What follows belongs to an exercise in optimizing a design on an open flow for small area and a short achievable clock period; a production flow would make more cautious choices.
Only the layout flow was run in this run; the RTL was not checked for function there.
Power and IR drop assume default switching activity.

==> design.v <==
module mproc (input wire clk, reset, input wire [15:0] d_in, output wire [6:0] addr, output wire [15:0] d_out);
  reg  [6:0]   pc;
  reg  [10:0]  ir;       
  reg  [1:0]   cls;      
  reg  [127:0] rf;       
  reg  [15:0]  opa, opb; 
  reg          f, l, c;  
  wire e   = ~f & ~l;
  wire ld  = cls == 2'b10;
  wire ef  = e & ~ld;
  wire el  = e & ld;
  wire jmp = (cls == 2'b01) & ef;
  wire wr  = el | (ef & (cls == 2'b00));
  wire       fs = f & ~reset;
  wire [7:0] sa = (8'd1 << d_in[2:0]) & {8{fs}};
  wire [7:0] sb = (8'd1 << d_in[5:3]) & {8{fs}};
  wire [15:0] ra, rb;
  rdmux rdmux_a (.rf(rf), .sel(sa), .wd(wd), .wen(~fs), .o(ra));
  rdmux rdmux_b (.rf(rf), .sel(sb), .wd(wd), .wen(~fs), .o(rb));
  wire [15:0] a = opa, b = opb;
  wire [1:0]  op = ir[10:9];
  wire [15:0] res;
  wire        co;
  alu alu_0 (.a(a), .b(b), .op(op), .res(res), .co(co));
  wire nz = |d_in[13:11];
  wire [1:0] cls_in = {d_in[15] | (~d_in[14] & nz), d_in[14] | (~d_in[15] & nz)};
  wire [15:0] wd = reset ? 16'd0 : (el ? d_in : res);
  wire [2:0]  wa = ir[8:6];
  wire        ua = reset | f | (wr & (wa == ir[2:0]));
  wire        ub = reset | f | (wr & (wa == ir[5:3]));
  integer i;
  always @(posedge clk) begin
    c <= co;
    for (i = 0; i < 8; i = i + 1)
      if (reset | (wr & (wa == i))) rf[16*i +: 16] <= wd;
    if (ua) opa <= ra;
    if (ub) opb <= rb;
    if (reset) begin
      pc <= 7'd0; ir <= 11'd0; cls <= 2'b00; f <= 1'b1; l <= 1'b0; c <= 1'b0;
    end else begin
      if (el | f) pc <= pc + 7'd1;
      else if (jmp & c) pc <= pc - ir[6:0];
      if (f) begin ir <= d_in[10:0]; cls <= cls_in; end
      f <= l | ef;
      l <= el;
    end
  end
  assign addr  = pc;
  assign d_out = opa;
endmodule
module rdmux (input wire [127:0] rf, input wire [7:0] sel, input wire [15:0] wd, input wire wen,
  output wire [15:0] o);
  assign o = (rf[15:0] & {16{sel[0]}}) | (rf[31:16] & {16{sel[1]}}) |
             (rf[47:32] & {16{sel[2]}}) | (rf[63:48] & {16{sel[3]}}) |
             (rf[79:64] & {16{sel[4]}}) | (rf[95:80] & {16{sel[5]}}) |
             (rf[111:96] & {16{sel[6]}}) | (rf[127:112] & {16{sel[7]}}) |
             (wd & {16{wen}});
endmodule
module alu (input wire [15:0] a, b, input wire [1:0] op, output wire [15:0] res, output wire co);
  wire [17:0] s2 = {1'b0, a, 1'b1} + {1'b0, b ^ {16{op[0]}}, op[0]};
  assign co  = s2[17];
  assign res = op[1] ? (op[0] ? (a | b) : (a & b)) : s2[16:1];
endmodule
==> flow/run.sh <==
#!/bin/bash
# The standard layout, with repair_timing aiming for a larger setup margin and
# plain buffers on the ports.
set -euo pipefail
bash standard.sh SETUP_SLACK_MARGIN=5.8 "BUFFER_PORTS_ARGS=-buffer_cell sky130_fd_sc_hd__buf_2" finish > run_standard.log 2>&1
==> standard.sh <==
#!/bin/bash
# synth_recipe.tcl (not shown) runs the flow's synth.tcl, then flattens the netlist and writes it again
# the make line also repeats each setting of config.mk as NAME=value (left out here)
make -C /OpenROAD-flow-scripts/flow DESIGN_CONFIG=/design/flow/config.mk WORK_HOME=/design/flow/orfs CLKGATE_MAP_FILE= SYNTH_SCRIPT=/design/flow/synth_recipe.tcl "${@:-finish}"
==> config.mk <==
export PLATFORM = sky130hd
export DESIGN_NAME = mproc
export DESIGN_NICKNAME = mproc
export VERILOG_FILES = /design/flow/design.v
export SDC_FILE = /design/flow/constraint.sdc
export NUM_CORES = 4
export LEC_CHECK = 0
export CAP_MARGIN = 20
export CORE_MARGIN = 2
export CORE_UTILIZATION = 50
export SETUP_SLACK_MARGIN = 5.0
export SLEW_MARGIN = 20
export SYNTH_HIERARCHICAL = 1
export SYNTH_MINIMUM_KEEP_SIZE = 0
==> constraint.sdc <==
create_clock -name core_clock -period 8.5 [get_ports {clk}]
set_input_delay 1.7000 -clock core_clock [delete_from_list [all_inputs] [get_ports {clk}]]
set_output_delay 1.7000 -clock core_clock [all_outputs]
set_load 0.01 [all_outputs]
==> impl_metrics.tcl <==
set metrics [dict create \
    holdPathStages 2 \
    synth-simple-area-share_pct 10.1 \
    initial_core_util_pct 51.4 \
    max_stage_delay_ns 0.38 \
    postSynthRegisterBits 183 \
    worst_setup_path_start_kind "flip-flop" \
    synth_cells 790 \
    layout.cells.most_common_list "160 x sky130_fd_sc_hd__edfxtp_1, 73 x sky130_fd_sc_hd__buf_4, 57 x sky130_fd_sc_hd__nand2_1, 43 x sky130_fd_sc_hd__nor2_1, 41 x sky130_fd_sc_hd__buf_6" \
    timing.critical_path.fanout_max 6 \
    setup.worst_path.class "reg2reg" \
    finalSetupViolCount 0 \
    postSynth.asyncResetShare_pct 0 \
    final.setup.tns_ns 0 \
    cp_cell_sequence "buf_12 > buf_6 > xor2_1 > ha_1 > a21o_1 > a221oi_4 > buf_4 > buf_6 > buf_4 > xor2_1 > o21ai_1 > nand2_1 > a21oi_4 > a221oi_2 > nand3_1" \
    track_usage_pct 29.4 \
    r2r-start "ir[9]$_SDFFE_PP0P_" \
    post-route-min-period_ns 3.13 \
    finalCritPeriodShare_pct 36.8 \
    critPathArrivalTime_ns 3.30 \
    vdd.ir_drop.worst_uv 188 \
    row_count 50 \
    port_buffers 40 \
    final_hold_viol_count 0 \
    grt_remaining_overflow 0 \
    max_cap_viol_count 0 \
    syn-cell-area_um2 9680 \
    routed_wire_length_per_instance_um 25.0 \
    route.vias.total 7753 \
    yosys-mux-area-fraction_pct 2.02 \
    final_max_slew_viol_count 0 \
    fraction_of_the_mapped_netlist_area_in_adder_cells_pct 5.22 \
    die_w_um 143 \
    synth_warnings 7 \
    pin_count 41 \
    cts.htree.levels 4 \
    hp-start "pc[1]$_SDFFE_PP0P_" \
    cts_made_buffers 17 \
    post_synth_main_area_contributors "sky130_fd_sc_hd__edfxtp_1 50%, sky130_fd_sc_hd__dfxtp_1 4.8%, sky130_fd_sc_hd__ha_1 3.4%" \
    cts-root-to-sink-buffers 2 \
    final_antenna_net_count 0 \
    cts-root-buf "sky130_fd_sc_hd__clkbuf_16" \
    synth_enable_flop_cells 160 \
    postRouteWirelength_um 30000 \
    design.core.area_um2 18800 \
    commonest_non_fill_non_tap_cell_in_the_layout "sky130_fd_sc_hd__edfxtp_1" \
    grt_antenna_before_repair 0 \
    grt_pass1_vias 7483 \
    cp.required_ns 8.66 \
    rsz0062_at_grt "true" \
    met3WireLength_um 2140 \
    synthesis.nets 835 \
    ys_seq_area_share_pct 54.4 \
    synth_cell_type_count 72 \
    netlist.top_cell.by_area "sky130_fd_sc_hd__edfxtp_1" \
    drt_first_pass_iters 8 \
    worst-r2r-cell-count 15 \
    routed-wl-met2_um 14300 \
    worst_setup_path_startpoint "ir[9]$_SDFFE_PP0P_" \
    avgSynthCellArea_um2 12.3 \
    worstSkewPairLatency_ns 0.44 \
    placed_cells_incl_taps 1052 \
    worst_setup_ep_type "flip-flop" \
    synth_top_family_by_area "compound AO/OA/AOI/OAI gates" \
    tightest_slew_ns 0.842 \
    detailed_place_hpwl_um 17900 \
    routed_metal_1_wire_length_um 12700 \
    drt_iter0_markers 914 \
    synthesized_area_fraction_occupied_by_ao_oa_aoi_and_oai_cells_pct 21.0 \
    finalNonFillerCells 1201 \
    pwr_density_cell_nw_per_um2 375 \
    antenna_cells 0 \
    cpMaxStageDelayCell "sky130_fd_sc_hd__dfxtp_4" \
    cts_num_sinks 183 \
    dr.max_layer_used "met4" \
    vias_per_cell 6.46 \
    layout.nets 973 \
    area.growth.synth_to_final_pct 32.4 \
    total_leakage_power_nw 5.05 \
    largest_clock_skew_in_the_final_design_ns 0.0148 \
    cts.reportedPaths.clkPinSlew_ns 0.08 \
    die_area_um2 20500 \
    achievable-frequency_mhz 319 \
    detail_route.drc_violations 0 \
    max_slew_headroom_pct 43.6 \
    synthXorXnorAreaFrac_pct 3.53 \
    gp_congestion 0.855 \
    final_layout_size_suffix_gt1_share_pct 38.9 \
    synth_ff_type "sky130_fd_sc_hd__edfxtp_1" \
    hold_slack_ns 0.518 \
    status "complete, no violations" \
    maximum_number_of_pins_on_one_net_before_global_route_repair 33 \
    yosysTopAreaCellShare_pct 49.6 \
    cts_tree "done" \
    wire_length_of_the_first_global_routing_pass_um 44300 \
    hold_wc_path_type "reg2reg" \
    fp.dieH_um 143 \
    ctsHoldBuffers 0 \
]
==> sequential cells by signal, summed over array words and instances (netlist names) <==
signal / count
c: 1
pc: 7
opa: 16
cls: 2
ir: 11
l: 1
rf: 128
opb: 16
f: 1
==> power breakdown <==
group | switching, mW | internal, mW | leakage (nW)
sequential | 0.276 | 1.45 | 1.86
combinational | 1.14 | 1.11 | 2.89
clock | 0.379 | 0.447 | 0.293
total | 1.80 | 3.01 | 5.05
==> Yosys stat by module, one instance, submodules excluded <==
module | flops+latches | copies in the design | cells
alu | 0 | 1 | 199
mproc | 183 | 1 | 405
rdmux | 0 | 2 | 93
==> routing by layer <==
metal  track usage [%]  vias to the layer above
li1                  -                     3426
met1              39.9                     3853
met2              48.0                      401
met3              4.66                       73
met4              10.5                        0
met5                 0                        -
==> final timing paths <==
check	end	slack, ns
worst max-delay path	opb[4]$_DFFE_PP_	5.37
worst min register to register	pc[1]$_SDFFE_PP0P_	0.52
worst min-delay path	pc[1]$_SDFFE_PP0P_	0.52
worst max register to register	opb[4]$_DFFE_PP_	5.37
==> worst max-delay path: cells and delay by family, from the launching register on <==
kind / cells / cell delay [ns]
AND/OR/NAND/NOR: 2 / 0.26
buffers and inverters: 5 / 0.62
AO/OA/AOI/OAI: 5 / 0.99
flip-flops: 1 / 0.38
adder cells (fa/ha/maj): 1 / 0.31
XOR/XNOR: 2 / 0.28
==> what timing repair did <==
action | in CTS | in global routing
endpoints found under the setup margin | 340 | 186
gates cloned | 5 | 1
endpoints found under the hold margin | 0 | 0
gates resized for setup | 98 | 76
pin swaps | 67 | 71
buffers inserted | 70 | 41
==> cell type report <==
type | count | area, um2
repair buffers | 171 | 1640
inverters | 9 | 38.8
fillers | 1320 | 6010
well taps | 260 | 325
clock buffers | 17 | 425
clock inverters | 15 | 191
multi-input cells | 546 | 4920
flip-flops and latches | 183 | 5280
==> stage by stage <==
stage | setup WS (ns) | cell area (um2) | utilization, % | power [mW]
finish | 5.37 | 12800 | 68.1 | 4.80
global route | 5.25 | 12800 | 68.1 | 5.02
CTS | 5.39 | 12200 | 64.8 | 4.41
detailed placement | 4.62 | 10400 | 55.0 | 3.14
global placement | 4.68 | 10400 | 55.0 | 3.09
floorplan | 5.33 | 10100 | - | 2.70
==> kinds of logic (layout without fill, tap and decap cells) <==
logic type | count (synthesis) | in the layout
compound gates | 242 | 242
xor+xnor | 39 | 39
fa+ha+maj | 43 | 43
buf+inv | 61 | 212
flops | 183 | 183
mux | 19 | 19
simple gates | 203 | 203
==> Yosys cell counts, drive strengths merged, types with 5 or more instances <==
cell and instances:
a21o 16, a21oi 37, a221oi 35, a222oi 32, a22o 32, a22oi 32, and3 5, buf 27
clkbuf 25, dfxtp 23, edfxtp 160, ha 26, inv 9, maj3 16, mux2i 18, nand2 61
nand3 35, nor2 55, nor2b 5, nor3 14, o21a 5, o21ai 21, or3 5, xnor2 8
xor2 31

re-timing with driven ports:
In the flow no input, the clock included, has a driving cell. The finished layout below was timed again as built, in two steps. Step 1 sets driving cells, clkbuf_16 on the clock port and buf_2 on the other inputs (assumed; they add their load-dependent delay and slew). Step 2 times the ports against the registers' clock, not the clock port: input delays grow and output delays shrink by t, the midpoint of the rising clock arrivals with the driver on. Slacks: ideal ports / drivers / drivers and shift; pairs: ideal ports / drivers.
shift t [ns]: 0.485
slack for setup (ns): 5.369 / 5.369 / 5.201
hold WS [ns]: 0.518 / 0.518 / 0.518
worst data-port slew with drivers (ns): 0.07
After both steps this run still meets setup and hold. For this run, drivers alone change the setup slack by 0.000 ns; drivers and shift together by -0.168 ns.
